Source: an optimization exercise on an open RTL-to-GDS flow (aim: small area and a short achievable clock period). Production flows keep margins and buffers that such runs may drop. In this exercise RTL edits were held to simulation tests only and were not proved equivalent to the original.

==> flow/design.v, too long to show whole: its modules and the start of the top module <==
// module sig_altmult_add: 1803 lines
module sig_altmult_add
(
	input signed [15:0] dataa, datab, datac, datad,
	input 		clock, aclr,
	output reg 	[32:0] result
);
  // ...
==> flow/flow/run.sh <==
#!/bin/bash
set -uo pipefail
here=$(pwd)
bash standard.sh "SYNTH_ARGS=-noabc" \
  "BUFFER_PORTS_ARGS=-buffer_cell sky130_fd_sc_hd__buf_1" \
  "POST_FLOORPLAN_TCL=$here/flow/upsize.tcl" finish > run_make.log 2>&1
status=$?
tail -20 run_make.log
exit $status
==> flow/flow/upsize.tcl <==
foreach inst [get_cells -quiet {a_r* c_r* m0_* m1_*}] {
  if {[get_property [get_lib_cells -of_objects $inst] name] == "sky130_fd_sc_hd__dfxtp_1"} {
    replace_cell $inst sky130_fd_sc_hd__dfxtp_4
  }
}
==> flow/standard.sh <==
#!/bin/bash
# synth_recipe.tcl (not shown) runs the flow's synth.tcl, then flattens the netlist and writes it again
# the make line also repeats each setting of config.mk as NAME=value (left out here)
make -C /OpenROAD-flow-scripts/flow DESIGN_CONFIG=/design/flow/config.mk WORK_HOME=/design/flow/orfs CLKGATE_MAP_FILE= SYNTH_SCRIPT=/design/flow/synth_recipe.tcl "${@:-finish}"
==> flow/config.mk <==
export PLATFORM = sky130hd
export DESIGN_NAME = sig_altmult_add
export DESIGN_NICKNAME = sig_altmult_add
export VERILOG_FILES = /design/flow/design.v
export SDC_FILE = /design/flow/constraint.sdc
export NUM_CORES = 4
export LEC_CHECK = 0
export CAP_MARGIN = 20
export CORE_MARGIN = 2
export CORE_UTILIZATION = 40
export CTS_BUF_LIST = sky130_fd_sc_hd__clkbuf_16
export CTS_CLUSTER_DIAMETER = 100
export CTS_CLUSTER_SIZE = 28
export SETUP_SLACK_MARGIN = 3.95
export SLEW_MARGIN = 20
==> flow/constraint.sdc <==
create_clock -name core_clock -period 7.0 [get_ports {clock}]
set_input_delay 1.4000 -clock core_clock [delete_from_list [all_inputs] [get_ports {clock}]]
set_output_delay 1.4000 -clock core_clock [all_outputs]
set_load 0.01 [all_outputs]
==> metrics.md, run 1 <==
| Metric | Value |
|---|---|
| Status | timing/DRC/antenna clean |
| Tmin final | 2960 ps |
| Largest net degree at the start of global routing | 42 |
| Clk pin slew, worst setup/hold paths | 100 ps |
| Syn avg cell area | 10.7 um^2 |
| Largest family of logic cells by synthesized area | adder cells |
| Max Fclk | 0.338 GHz |
| Top area cells in the synthesized netlist | fa_1 24%, dfxtp_1 21%, xnor2_1 16% |
| Hold path depth | 0 |
| Layout cells sized above 1 | 11.9% |
| Setup WS pre-CTS | 3780 ps |
| Hpwl dp | 33,400 um |
| Worst Hold Path EP | v2$_DFF_PP0_ |
| Crit share post-route | 42.3% |
| Worst clock skew | 26.2 ps |
| Count of flip-flops with a built-in enable after synthesis | 0 |
| M1 GR Usage | 29.7% |
| Cells after Synth | 1,561 |
| Total GRT Usage | 20.8% |
| Multi-input gate area | 11,900 um^2 |
| TAP cells | 532 |
| Diode count | 0 |
| Multi-input comb cells | 1,147 |
| Worst hold path class | register to register |
| Initial antenna violation count | 0 |
| CP required | 7400 ps |
| Fin Hold WS | 361 ps |
| Critical Path Start | t_r[35]$_DFF_P_ |
| Max cap viols | 0 |
| Synth top cells by count | 314 x xnor2_1, 240 x a22oi_1, 201 x fa_1 |
| Top_reg_cell synth | dfxtp_1 |
| Area leader, netlist | fa_1 |
==> run 2, diff against run 1 <==
--- a/flow/config.mk
+++ b/flow/config.mk
@@ -11,5 +11,6 @@
 export CTS_BUF_LIST = sky130_fd_sc_hd__clkbuf_16
 export CTS_CLUSTER_DIAMETER = 100
 export CTS_CLUSTER_SIZE = 28
+export GPL_ROUTABILITY_DRIVEN = 0
 export SETUP_SLACK_MARGIN = 3.95
 export SLEW_MARGIN = 20
==> metrics.md, run 2 <==
| Metric | Value |
|---|---|
| Row count | 74 |
| Hold Fails Final Rpt | 0 |
| R2r startpoint | t_r[30]$_DFF_P_ |
| Final setup viols | 0 |
| Die footprint | 43,400 um^2 |
| Worst reg2reg path depth | 12 |
| Synth top cells by count | 314 x xnor2_1, 240 x a22oi_1, 201 x fa_1 |
| IO buf count | 98 |
| Crit share post-route | 42.8% (+0.54 points) |
| Die X | 208 um |
| Arr. time, crit path | 3380 ps |
| Setup tns final | 0 ps |
| Synth cell types | 58 |
| Final wirelength | 44,800 um |
| Status | timing/DRC/antenna clean |
| Total GRT Usage | 20.5% (-0.25 points) |
| DR pass1 iterations | 5 |
| Critical Path Fanout Max | 5 |
| Largest register FFs | 92 |
| Critical path capture point type | register |
| Nets | 1,862 |
| Initial antenna violation count | 0 (unchanged) |
| Diode count | 0 (unchanged) |
| Fin Hold WS | 365 ps (+3.61 ps) |
| Synth Register Bits | 207 |
| Clock buffer depth | 3 |
| Max cap viols | 0 (unchanged) |
| Seq/Total Area, Yosys | 25.8% |
| Placed Instance Area | 17,500 um^2 |
| DRT antenna net count | 0 |
| Top area cells in the synthesized netlist | fa_1 24%, dfxtp_1 21%, xnor2_1 16% |
| Worst setup endpoint | s_r[32]$_DFF_PP0_ |
| CP required | 7380 ps (-20 ps) |
| WL/cell | 21.6 um |
| Max Slew Vio Count | 0 |
| Top reg by flops | t_r |
| Synth async-reset ratio | 16.9% |
| Cells after Synth | 1,561 (unchanged) |
| Design area | 18,300 um^2 |
| Biggest regs | t_r (92), s_r (33) |
| DRC Markers | 0 |
| Area leader, netlist | fa_1 |
| Grt total ovfl | 0 |
| Worst clock skew | 24.9 ps (-1.31 ps) |
| Count of flip-flops with a built-in enable after synthesis | 0 (unchanged) |
| R2R Setup Slk | 4000 ps |
| P&R area growth vs syn | 9.30% |
| Root Driver | clkbuf_16 |
| Total CTS buffers | 13 |
| Post-synth top area share | 24.1% |
| Num Clock Sinks | 207 |
| Unrepaired setup endpoints after global routing | yes |
| Worst hold path class | register to register |
| Initial Utilization | 40.8% |
| Die span in y | 208 um |
| Largest net degree at the start of global routing | 42 (unchanged) |
| Vias post-DR | 11,700 |
| Synth Cell Area | 16,700 um^2 |
| Clk pin slew, worst setup/hold paths | 110 ps (about the same) |
| Initial DRC count | 977 |
| Most frequent cells in the layout | 310 x xnor2_1, 240 x a22oi_1, 200 x fa_1, 98 x buf_1, 89 x dfxtp_1 |
| Layout cells sized above 1 | 11.2% (-0.73 points) |
| Final Core Density | 44.6% |
| Max Fclk | 0.334 GHz (-1.3%) |
| Core ar. | 41,000 um^2 |
| Critical Path Start | t_r[30]$_DFF_P_ |
| Yosys warns | 1 |
| Top_reg_cell synth | dfxtp_1 |
| CTS tree | built |
| Most frequent cell after synthesis | xnor2_1 |
| Crit Path Class | register to register |
| Syn avg cell area | 10.7 um^2 (unchanged) |
| Clock Latency Late Sink | 510 ps |
| Hold-fix buffers, CTS | 0 |
| Via-per-instance ratio | 5.62 |
| H-tree level count | 1 |
| Global-route wire length before repair | 70,500 um |
| Vias in the first global route | 11,800 |
| Syn Nets | 1,887 |
| Hpwl dp | 33,100 um (-0.75%) |
| Io pins | 99 |
| Tmin final | 3000 ps (+38.1 ps) |
| Most common cell after layout, fill and taps aside | xnor2_1 |
| Crit Reg-Reg Endpoint | s_r[32]$_DFF_PP0_ |
| CP startpoint kind | register |
-- run 2: area by class of cell --
type	count	area (um^2)
fill	3820	22700
multi-input combinational	1147	11900
sequential	207	4620
tap	532	666
timing repair buffer	111	465
clock buffer	13	325
inverter	56	210
clock inverter	8	88.8
-- run 2: worst min path at each step --
stage	start	end	cells past startpoint
floorplan	v1$_DFF_PP0_	v2$_DFF_PP0_	0
global placement	v1$_DFF_PP0_	v2$_DFF_PP0_	0
detailed placement	v1$_DFF_PP0_	v2$_DFF_PP0_	0
CTS	v1$_DFF_PP0_	v2$_DFF_PP0_	0
global route	v1$_DFF_PP0_	v2$_DFF_PP0_	0
finish	v1$_DFF_PP0_	v2$_DFF_PP0_	0
-- run 2: logic make-up (layout without fill, tap and decap cells) --
group | count (synthesis) | count (layout) | share of synthesized area (%)
AOI/OAI and AO/OA | 343 | 343 | 14.9
xor gates and xnor gates | 367 | 367 | 19.3
adders and majority gates | 290 | 290 | 30.3
buffers and inverters | 207 | 188 | 4.71
DFF | 207 | 207 | 25.8
muxes | 6 | 6 | 0.359
other | 1 | 1 | 0.0224
and+or+nand+nor | 140 | 140 | 4.61
-- run 2: per-layer routing --
metal  global-route usage (%)  vias up  wire (um)
met2                     31.9      561      20000
li1                         -     5197          -
met3                     3.43       70       3920
met5                        0        -          0
met1                     29.6     5834      19900
met4                     5.56        0        973
-- run 2: through the flow --
stage / cells / setup WS (ps)
2_1_floorplan: 1561 / 3920
3_3_place_gp: 2042 / 3810
3_5_place_dp: 2042 / 3720
4_1_cts: 2066 / 3930
5_1_grt: 2074 / 3920
6_report: 2074 / 4000
-- run 2: worst max-delay path: stages, from the launching register on --
cell	delay [ps]
dfxtp_1	320
ha_1	220
xnor2_1	260
xnor2_2	120
maj3_1	410
ha_4	260
a21oi_2	130
o21ai_2	80
a21o_1	200
a221o_1	330
a41oi_4	290
o22ai_2	120
mux2i_1	130
-- run 2: timing repair --
| item | CTS | global route |
|---|---|---|
| buffers inserted | 3 | 8 |
| setup endpoints to repair | 7 | 13 |
| pin swaps | 6 | 21 |
| gates resized for setup | 23 | 33 |
==> run 3, diff against run 2 <==
--- a/flow/config.mk
+++ b/flow/config.mk
@@ -9,8 +9,7 @@
 export CORE_MARGIN = 2
 export CORE_UTILIZATION = 40
 export CTS_BUF_LIST = sky130_fd_sc_hd__clkbuf_16
-export CTS_CLUSTER_DIAMETER = 100
-export CTS_CLUSTER_SIZE = 28
-export GPL_ROUTABILITY_DRIVEN = 0
+export CTS_CLUSTER_DIAMETER = 120
+export CTS_CLUSTER_SIZE = 33
 export SETUP_SLACK_MARGIN = 3.95
 export SLEW_MARGIN = 20
==> metrics.md, run 3 <==
| Metric | Value |
|---|---|
| Crit Path Class | register to register |
| Syn Nets | 1,887 (unchanged) |
| IO buf count | 98 (unchanged) |
| Most frequent cell after synthesis | xnor2_1 |
| Hold-fix buffers, CTS | 0 (unchanged) |
| Synth Area in Compound Gates | 14.9% (unchanged) |
| Dpl cells | 2,042 (unchanged) |
| Die span in y | 208 um (unchanged) |
| Initial Utilization | 40.8% (unchanged) |
| Initial DRC count | 1,075 (+10%) |
| Top area cells in the synthesized netlist | fa_1 24%, dfxtp_1 21%, xnor2_1 16% |
| Arr. time, crit path | 3380 ps (about the same) |
| Seq/Total Area, Yosys | 25.8% (unchanged) |
| GPL Wtd Cong | 0.907 |
| CTS tree | built |
| Critical Path Fanout Max | 7 (+2) |
| Max Slew Vio Count | 0 (unchanged) |
| Crit share post-route | 42.5% (-0.36 points) |
| Yosys warns | 1 (unchanged) |
| Row count | 74 (unchanged) |
| Hold Fails Final Rpt | 0 (unchanged) |
| Vias post-DR | 11,500 (-1.2%) |
| Total GRT Usage | 20.7% (+0.18 points) |
| Layout cells sized above 1 | 11.1% (-0.079 points) |
| WL/cell | 21.8 um (+1.1%) |
| Top_reg_cell synth | dfxtp_1 |
| Core ar. | 41,000 um^2 (unchanged) |
| Critical path capture point type | register |
| Diode count | 0 (unchanged) |
| Worst clock skew | 26.0 ps (+1.10 ps) |
| Io pins | 99 (unchanged) |
| Hpwl dp | 33,400 um (+0.75%) |
| R2R Setup Slk | 4030 ps (+20 ps) |
| Grt total ovfl | 0 (unchanged) |
| Clock buffer depth | 3 (unchanged) |
| Setup ws final | 4030 ps (+24.9 ps) |
| Max Fclk | 0.336 GHz (+0.84%) |
| Cells after Synth | 1,561 (unchanged) |
| Clock Latency Late Sink | 500 ps (about the same) |
| Global-route wire length before repair | 71,000 um (+0.79%) |
| Simple-gate share of the synthesized area | 4.61% (unchanged) |
| Synth top cells by count | 314 x xnor2_1, 240 x a22oi_1, 201 x fa_1 |
| Largest family of logic cells by synthesized area | adder cells |
| Worst hold path class | register to register |
| Die footprint | 43,400 um^2 (unchanged) |
| Synth Register Bits | 207 (unchanged) |
| Area leader, netlist | fa_1 |
| Count of flip-flops with a built-in enable after synthesis | 0 (unchanged) |
| Unrepaired setup endpoints after global routing | yes |
| Die X | 208 um (unchanged) |
| Via-per-instance ratio | 5.58 (-0.82%) |
| Root Driver | clkbuf_16 |
| Clk pin slew, worst setup/hold paths | 120 ps (about the same) |
| Synth cell types | 58 (unchanged) |
| CP startpoint kind | register |
| Largest register FFs | 92 (unchanged) |
| P&R area growth vs syn | 8.90% |
| Max cap viols | 0 (unchanged) |
| Most frequent cells in the layout | 306 x xnor2_1, 240 x a22oi_1, 201 x fa_1, 98 x buf_1, 89 x dfxtp_1 |
| DRC Markers | 0 (unchanged) |
| Final Core Density | 44.4% (-0.16 points) |
| Total CTS buffers | 11 (-2) |
| Synth Area in Adders | 30.3% (unchanged) |
| Biggest regs | t_r (92), s_r (33) |
| DRT antenna net count | 0 (unchanged) |
| Multiplexer share of the synthesized area | 0.359% (unchanged) |
| Setup tns final | 0 ps (unchanged) |
| Final setup viols | 0 (unchanged) |
| Final wirelength | 45,200 um (+0.75%) |
| Status | timing/DRC/antenna clean |
| Final cell count without fillers | 2,067 (-0.34%) |
| Synth Cell Area | 16,700 um^2 (unchanged) |
| CP required | 7410 ps (+30 ps) |
| Largest net degree at the start of global routing | 42 (unchanged) |
| Most common cell after layout, fill and taps aside | xnor2_1 |
| Top reg by flops | t_r |
| H-tree level count | 1 (unchanged) |
| Syn avg cell area | 10.7 um^2 (unchanged) |
| Vias in the first global route | 11,800 (+0.11%) |
| Initial antenna violation count | 0 (unchanged) |
| Num Clock Sinks | 207 (unchanged) |
| Nets | 1,857 (-0.27%) |
| Synth async-reset ratio | 16.9% (unchanged) |
| Setup WS pre-CTS | 3780 ps (+58.6 ps) |
| Tmin final | 2970 ps (-24.9 ps) |
| Synth Area in XOR/XNOR | 19.3% (unchanged) |
| Post-synth top area share | 24.1% (unchanged) |
| DR pass1 iterations | 6 (+1) |
[run 3: worst paths after layout]
kind	start	endpoint	cells past startpoint
hold / removal	v1$_DFF_PP0_	v2$_DFF_PP0_	0
setup / recovery	t_r[35]$_DFF_P_	s_r[27]$_DFF_PP0_	12
hold reg to reg	v1$_DFF_PP0_	v2$_DFF_PP0_	0
min in group asynchronous	aclr	s_r[17]$_DFF_PP0_	3
setup reg to reg	t_r[35]$_DFF_P_	s_r[27]$_DFF_PP0_	12
max in group asynchronous	aclr	s_r[2]$_DFF_PP0_	3
[run 3: repair_timing]
action,in CTS,in global routing
buffers inserted,1,7
pin swaps,7,22
gates resized for setup,15,43
endpoints found under the setup margin,6,11
[run 3: metal layers]
metal,share of wire (%),vias to the layer above,routed length (um),GRT usage [%]
met5,0,-,0,0
met4,1.7,0,778,4.32
met3,9.1,66,4120,3.94
met2,45,546,20300,32.5
met1,44,5741,20000,29.7
li1,-,5174,-,-
[run 3: area by class of cell]
cell class	instances	area (um^2)
clock inverters	6	108
inverters	56	210
fillers	3847	22800
repair buffers	108	443
multi-input cells	1147	11900
clock buffers	11	275
well taps	532	666
flip-flops and latches	207	4620
[run 3: critical path, cell delays in order (launching register included)]
cell and delay [ps]:
dfxtp_1 320, ha_1 230, maj3_2 340, xnor2_2 140
xnor2_1 290, ha_4 280, a21o_1 200, a21oi_2 190
o21bai_1 80, a21o_1 230, a221oi_2 330, xnor2_1 90
and2_1 150
[run 3: cells by family after synthesis]
logic type                 Yosys count
xor gates and xnor gates           367
AOI/OAI and AO/OA                  343
adders and majority gates          290
DFF                                207
buffers and inverters              207
and+or+nand+nor                    140
muxes                                6
other                                1
[run 3: stage by stage]
step / hold slack [ps] / cell area (um^2)
6_report: 365 / 18200
3_3_place_gp: 333 / 17500
5_1_grt: 373 / 18200
3_5_place_dp: 343 / 17500
2_1_floorplan: 331 / 16700
4_1_cts: 371 / 17900

port drivers added, routing unchanged:
How much do the figures lean on ideal ports? The routed layouts below were timed once more, with nothing changed but the port constraints. Step 1 sets driving cells, clkbuf_16 on the clock port and buf_2 on the other inputs (assumed; they add their load-dependent delay and slew). Step 2, shift: input delay + t, output delay - t, t = (earliest + latest rising clock arrival at the registers) / 2. This alone moves slack from input paths to output paths. Slacks: ideal ports / drivers / drivers and shift; pairs: ideal ports / drivers.
run | t, ns | slack for setup (ns) | hold slack, ns | pins driven straight from the clock port
run 1 | 0.546 | 4.040 / 4.040 / 4.040 | 0.361 / 0.361 / 0.361 | 1
run 2 | 0.546 | 4.001 / 4.001 / 4.001 | 0.365 / 0.365 / 0.365 | 1
run 3 | 0.536 | 4.026 / 4.026 / 4.026 | 0.365 / 0.365 / 0.365 | 1
After both steps setup and hold are still met in every run listed.
